From an optimization exercise on the open Yosys and OpenROAD flow, aimed at small area; shortcuts taken in it are not production practice.
Only simulation tests tie the RTL to the original design; equivalence was not proved.

==> inputs of raven <==
Design fir_filter, start of the top module:
module fir_filter (
    input CLK_Filter,
    input rst_n,
    input wire [7:0] filter_in,
    output wire [19:0] filter_out
);
Settings: LEC_CHECK=0, CAP_MARGIN=20, CORE_MARGIN=2, CORE_UTILIZATION=70, GPL_TIMING_DRIVEN=0, SLEW_MARGIN=20, SYNTH_HIERARCHICAL=1, SYNTH_MINIMUM_KEEP_SIZE=0; clock period 8.0 ns.
standard.sh (not shown) runs the stock make flow with config.mk's settings and CLKGATE_MAP_FILE= SYNTH_SCRIPT=/design/flow/synth_recipe.tcl, a recipe that flattens the netlist after the stock synthesis.
==> flow/flow/run.sh <==
#!/bin/bash
# The standard ORFS flow (the standard.sh) with two arguments changed:
# the port buffers use the smallest buffer cell, and the clock tree is built
# from smaller clusters of smaller buffers, without dummy loads.
set -euo pipefail
bash standard.sh \
  'BUFFER_PORTS_ARGS=-buffer_cell sky130_fd_sc_hd__buf_1' \
  'CTS_ARGS=-sink_clustering_enable -repair_clock_nets -sink_clustering_size 16 -sink_clustering_max_diameter 80 -sink_buffer_max_cap_derate 1.0 -buf_list {sky130_fd_sc_hd__clkbuf_8} -dont_use_dummy_load' \
  finish > standard.log 2>&1
==> inputs of fjord, as changes to raven <==
==> flow/flow/run.sh (replaced) <==
#!/bin/bash
# The standard ORFS flow (the standard.sh) with two arguments changed:
# the port buffers use the smallest buffer cell, and the clock tree is built
# from smaller clusters of smaller buffers, without dummy loads.
set -euo pipefail
bash standard.sh \
  'BUFFER_PORTS_ARGS=-buffer_cell sky130_fd_sc_hd__buf_1' \
  'CTS_ARGS=-sink_clustering_enable -repair_clock_nets -sink_clustering_size 10 -sink_clustering_max_diameter 60 -sink_buffer_max_cap_derate 1.0 -buf_list {sky130_fd_sc_hd__clkbuf_4} -dont_use_dummy_load' \
  finish > standard.log 2>&1
==> summary.txt <==
- Against fjord, the setup slack of raven is worse by 0.011 ns.
- Between raven and fjord, the lower clock-buffer cell count is in raven (gap 9).
- Via count: fjord is larger than raven (about 2%).
- raven ran to the end with no violations. fjord finished clean.
- In hold slack, raven and fjord hardly differ.
- In raven the wire length is smaller than in fjord, by 0.81%.
- In register-to-register slack, fjord and raven hardly differ.
- In flip-flop and latch count, raven and fjord do not differ.
- Synthesized cell count is the same in raven and fjord.
==> figures <==
quantity                                                                                        raven       fjord
Status                                                               no timing/DRC/antenna violations  no timing/DRC/antenna violations
Clock-cell share of area                                                                        2.15%       1.80%
Hold path startpoint                                                                            d0[5]      d16[7]
Required time reported for the critical path endpoint                                         8.38 ns     8.52 ns
Signal buf overhead                                                                             1.61%       1.62%
Detail-routed net length per standard cell                                                    22.4 µm     22.3 µm
Multi-input gate area                                                                        5600 µm²    5590 µm²
Register-to-register setup slack                                                              0.19 ns     0.20 ns
Sum of met3 wire segment lengths after detailed routing                                        496 µm      578 µm
Share of cells above drive strength 1                                                           5.99%       6.77%
Cell Count, Final, Fillers Out                                                                    869         878
Wire length of the first global-routing pass                                                 33000 µm    33400 µm
Worst slew pin tran                                                                          0.628 ns    0.636 ns
Portion of the clock cycle consumed by the worst path in the final layout                       97.6%       97.5%
Post-layout worst setup margin                                                               0.192 ns    0.203 ns
Post-CTS clock slew at the launch and capture registers of the worst setup and hold paths     0.10 ns     0.11 ns
Total wire length                                                                            19500 µm    19600 µm
Detailed router's first-iteration violation count                                                 183         176

---

==> run C <==
fir_filter, a different RTL version from the one above (not shown whole).
export LEC_CHECK = 0
export CAP_MARGIN = 20
export CORE_MARGIN = 2
export CORE_UTILIZATION = 60
export CTS_BUF_LIST = sky130_fd_sc_hd__clkbuf_8 sky130_fd_sc_hd__clkbuf_16
export CTS_CLUSTER_DIAMETER = 150
export CTS_CLUSTER_SIZE = 30
export GPL_TIMING_DRIVEN = 0
export SLEW_MARGIN = 20
export SYNTH_HIERARCHICAL = 1
export SYNTH_MINIMUM_KEEP_SIZE = 0
create_clock -name core_clock -period 8.0 [get_ports {CLK_Filter}]
==> flow/flow/run.sh <==
#!/bin/bash
# The standard ORFS flow (the standard.sh) with two arguments changed:
# the port buffers use the smallest buffer cell, and the clock tree is built
# from smaller clusters of smaller buffers, without dummy loads.
set -euo pipefail
bash standard.sh \
  'BUFFER_PORTS_ARGS=-buffer_cell sky130_fd_sc_hd__buf_1' \
  'CTS_ARGS=-sink_clustering_enable -repair_clock_nets -sink_clustering_size 12 -sink_clustering_max_diameter 60 -sink_buffer_max_cap_derate 1.0 -buf_list {sky130_fd_sc_hd__clkbuf_4} -dont_use_dummy_load' \
  finish > standard.log 2>&1
==> inputs of run A, as changes to run C <==
==> flow/run.sh (new file) <==
#!/bin/bash
# synth_recipe.tcl (not shown) runs the flow's synth.tcl, then flattens the netlist and writes it again
# the make line also repeats each setting of config.mk as NAME=value (left out here)
make -C /OpenROAD-flow-scripts/flow DESIGN_CONFIG=/design/flow/config.mk WORK_HOME=/design/flow/orfs CLKGATE_MAP_FILE= SYNTH_SCRIPT=/design/flow/synth_recipe.tcl finish
removed: flow/flow/run.sh
removed: flow/standard.sh
==> inputs of run B, as changes to run C <==
==> flow/flow/run.sh (replaced) <==
#!/bin/bash
# The standard ORFS flow (the standard.sh) with two arguments changed:
# the port buffers use the smallest buffer cell, and the clock tree is built
# from smaller clusters of smaller buffers, without dummy loads.
set -euo pipefail
bash standard.sh \
  'BUFFER_PORTS_ARGS=-buffer_cell sky130_fd_sc_hd__buf_1' \
  'CTS_ARGS=-sink_clustering_enable -repair_clock_nets -sink_clustering_size 20 -sink_clustering_max_diameter 100 -sink_buffer_max_cap_derate 1.0 -buf_list {sky130_fd_sc_hd__clkbuf_8} -dont_use_dummy_load' \
  finish > standard.log 2>&1
==> inputs of run M, as changes to run C <==
==> flow/flow/run.sh (replaced) <==
#!/bin/bash
# The standard ORFS flow (the standard.sh), with two placement/CTS arguments changed:
# the port buffers use the smallest buffer cell, and CTS inserts no dummy loads.
set -euo pipefail
bash standard.sh \
  'BUFFER_PORTS_ARGS=-buffer_cell sky130_fd_sc_hd__buf_1' \
  'CTS_ARGS=-sink_clustering_enable -repair_clock_nets -sink_clustering_size 30 -sink_clustering_max_diameter 150 -buf_list {sky130_fd_sc_hd__clkbuf_8 sky130_fd_sc_hd__clkbuf_16} -dont_use_dummy_load' \
  finish > standard.log 2>&1
==> qor.log <==
qor: outcome.outcome finished clean
qor: detailed_routing.drtIter0Drc 291
qor: hold_path.hold_path.startpoint d1[3]
qor: grt.met1_use_gr 36.2%
qor: final_layout.fillerInstances 1,409
qor: hold_path.worst_hold_path.endpoint d2[3]
qor: final_layout.area_of_the_multi_input_gates 6450 um2
qor: final_layout.finalNonFillerCells 1,042
qor: setup_path.critical_path.max_stage_delay 0.65 ns
qor: setup_path.r2r.worst_path.cells 21
qor: clocking.clk_latency 0.52 ns
qor: setup_path.cp.buffers_inverters 2
qor: setup_path.reg2reg_setup_slack 0.25 ns
That was run B.
==> qor.log <==
qor: grt.met1_use_gr 36.7%
qor: final_layout.area_of_the_multi_input_gates 6430 um2
qor: setup_path.critical-path-top-cell-by-count sky130_fd_sc_hd__fa_1
qor: outcome.outcome finished clean
qor: hold_path.worst_hold_path.endpoint d2[4]
qor: setup_path.critical_path.max_stage_delay 0.54 ns
qor: logic_synthesis.synthDominantCellAreaShare 47.3%
qor: detailed_routing.drc 0
qor: grt.globalRouteTotalUtil 23.9%
qor: hold_path.hold_path.startpoint d1[4]
qor: detailed_routing.drtIter0Drc 324
qor: final_layout.num-clock-buffers 11
qor: logic_synthesis.avgSynthCellArea 14.7 um2
qor: placement.dp.final_hpwl 19,200 um
qor: grt.grt_max_degree 31
qor: final_layout.layout.cells.most_common sky130_fd_sc_hd__fa_1
qor: final_layout.fillerInstances 1,379
qor: clocking.clk_latency 0.48 ns
qor: final_layout.finalNonFillerCells 1,040
qor: setup_path.cp.buffers_inverters 1
That was run A.
==> qor.log <==
qor: setup_path.reg2reg_setup_slack 0.28 ns
qor: detailed_routing.drtIter0Drc 231
qor: hold_path.hold_path.startpoint d21[4]
qor: setup_path.cp.buffers_inverters 1
qor: clocking.clk_latency 0.66 ns
qor: final_layout.fillerInstances 1,410
qor: setup_path.r2r.worst_path.cells 19
qor: outcome.outcome finished clean
qor: grt.met1_use_gr 36.0%
qor: final_layout.finalNonFillerCells 1,055
qor: final_layout.area_of_the_multi_input_gates 6470 um2
That was run C.
==> qor.log <==
qor: final_layout.n_antenna_cell 0
qor: logic_synthesis.synth-warning-count 7
qor: setup_path.critical_path.top_delay_family adder cells
qor: hold_path.worst_hold_path.endpoint d14[4]
qor: detailed_routing.drtIter0Drc 311
qor: setup_path.reg2reg_setup_slack 0.28 ns
qor: outcome.outcome finished clean
qor: setup_path.r2r.worst_path.cells 21
qor: clocking.clk_latency 0.48 ns
qor: logic_synthesis.yosysMostFrequentCell sky130_fd_sc_hd__fa_1
qor: final_layout.finalNonFillerCells 1,038
qor: final_layout.fillerInstances 1,395
qor: hold_path.hold_path.startpoint d13[4]
qor: grt.met1_use_gr 36.4%
That was run M.

==> port drivers added, routing unchanged <==
The results above use ideal ports. As a check the final layouts listed here were re-extracted and re-timed, cells and wires unchanged.
Step 1 (the two cells are an assumption about what drives the block):
set clk [get_ports {CLK_Filter}]
set_driving_cell -lib_cell sky130_fd_sc_hd__clkbuf_16 $clk
set_driving_cell -lib_cell sky130_fd_sc_hd__buf_2 [delete_from_list [all_inputs] $clk]
Step 2 times the ports against the registers' clock, not the clock port: input delays grow and output delays shrink by t, the midpoint of the rising clock arrivals with the driver on.
Three values: no drivers, after step 1, after step 2; two values: the first two.
run | t, ns | setup WS [ns] | worst setup path after step 2 | latest minus earliest clock arrival (ns)
raven | 0.530 | 0.192 / 0.192 / 0.192 | register to register | 0.041 / 0.040
fjord | 0.640 | 0.203 / 0.203 / 0.203 | register to register | 0.056 / 0.056
run C | 0.658 | 0.279 / 0.279 / 0.279 | register to register | 0.082 / 0.082
run A | 0.504 | 0.231 / 0.231 / 0.231 | register to register | 0.038 / 0.037
run B | 0.532 | 0.247 / 0.247 / 0.247 | register to register | 0.054 / 0.054
run M | 0.487 | 0.276 / 0.276 / 0.276 | register to register | 0.075 / 0.076
After both steps every run listed still meets setup and hold.
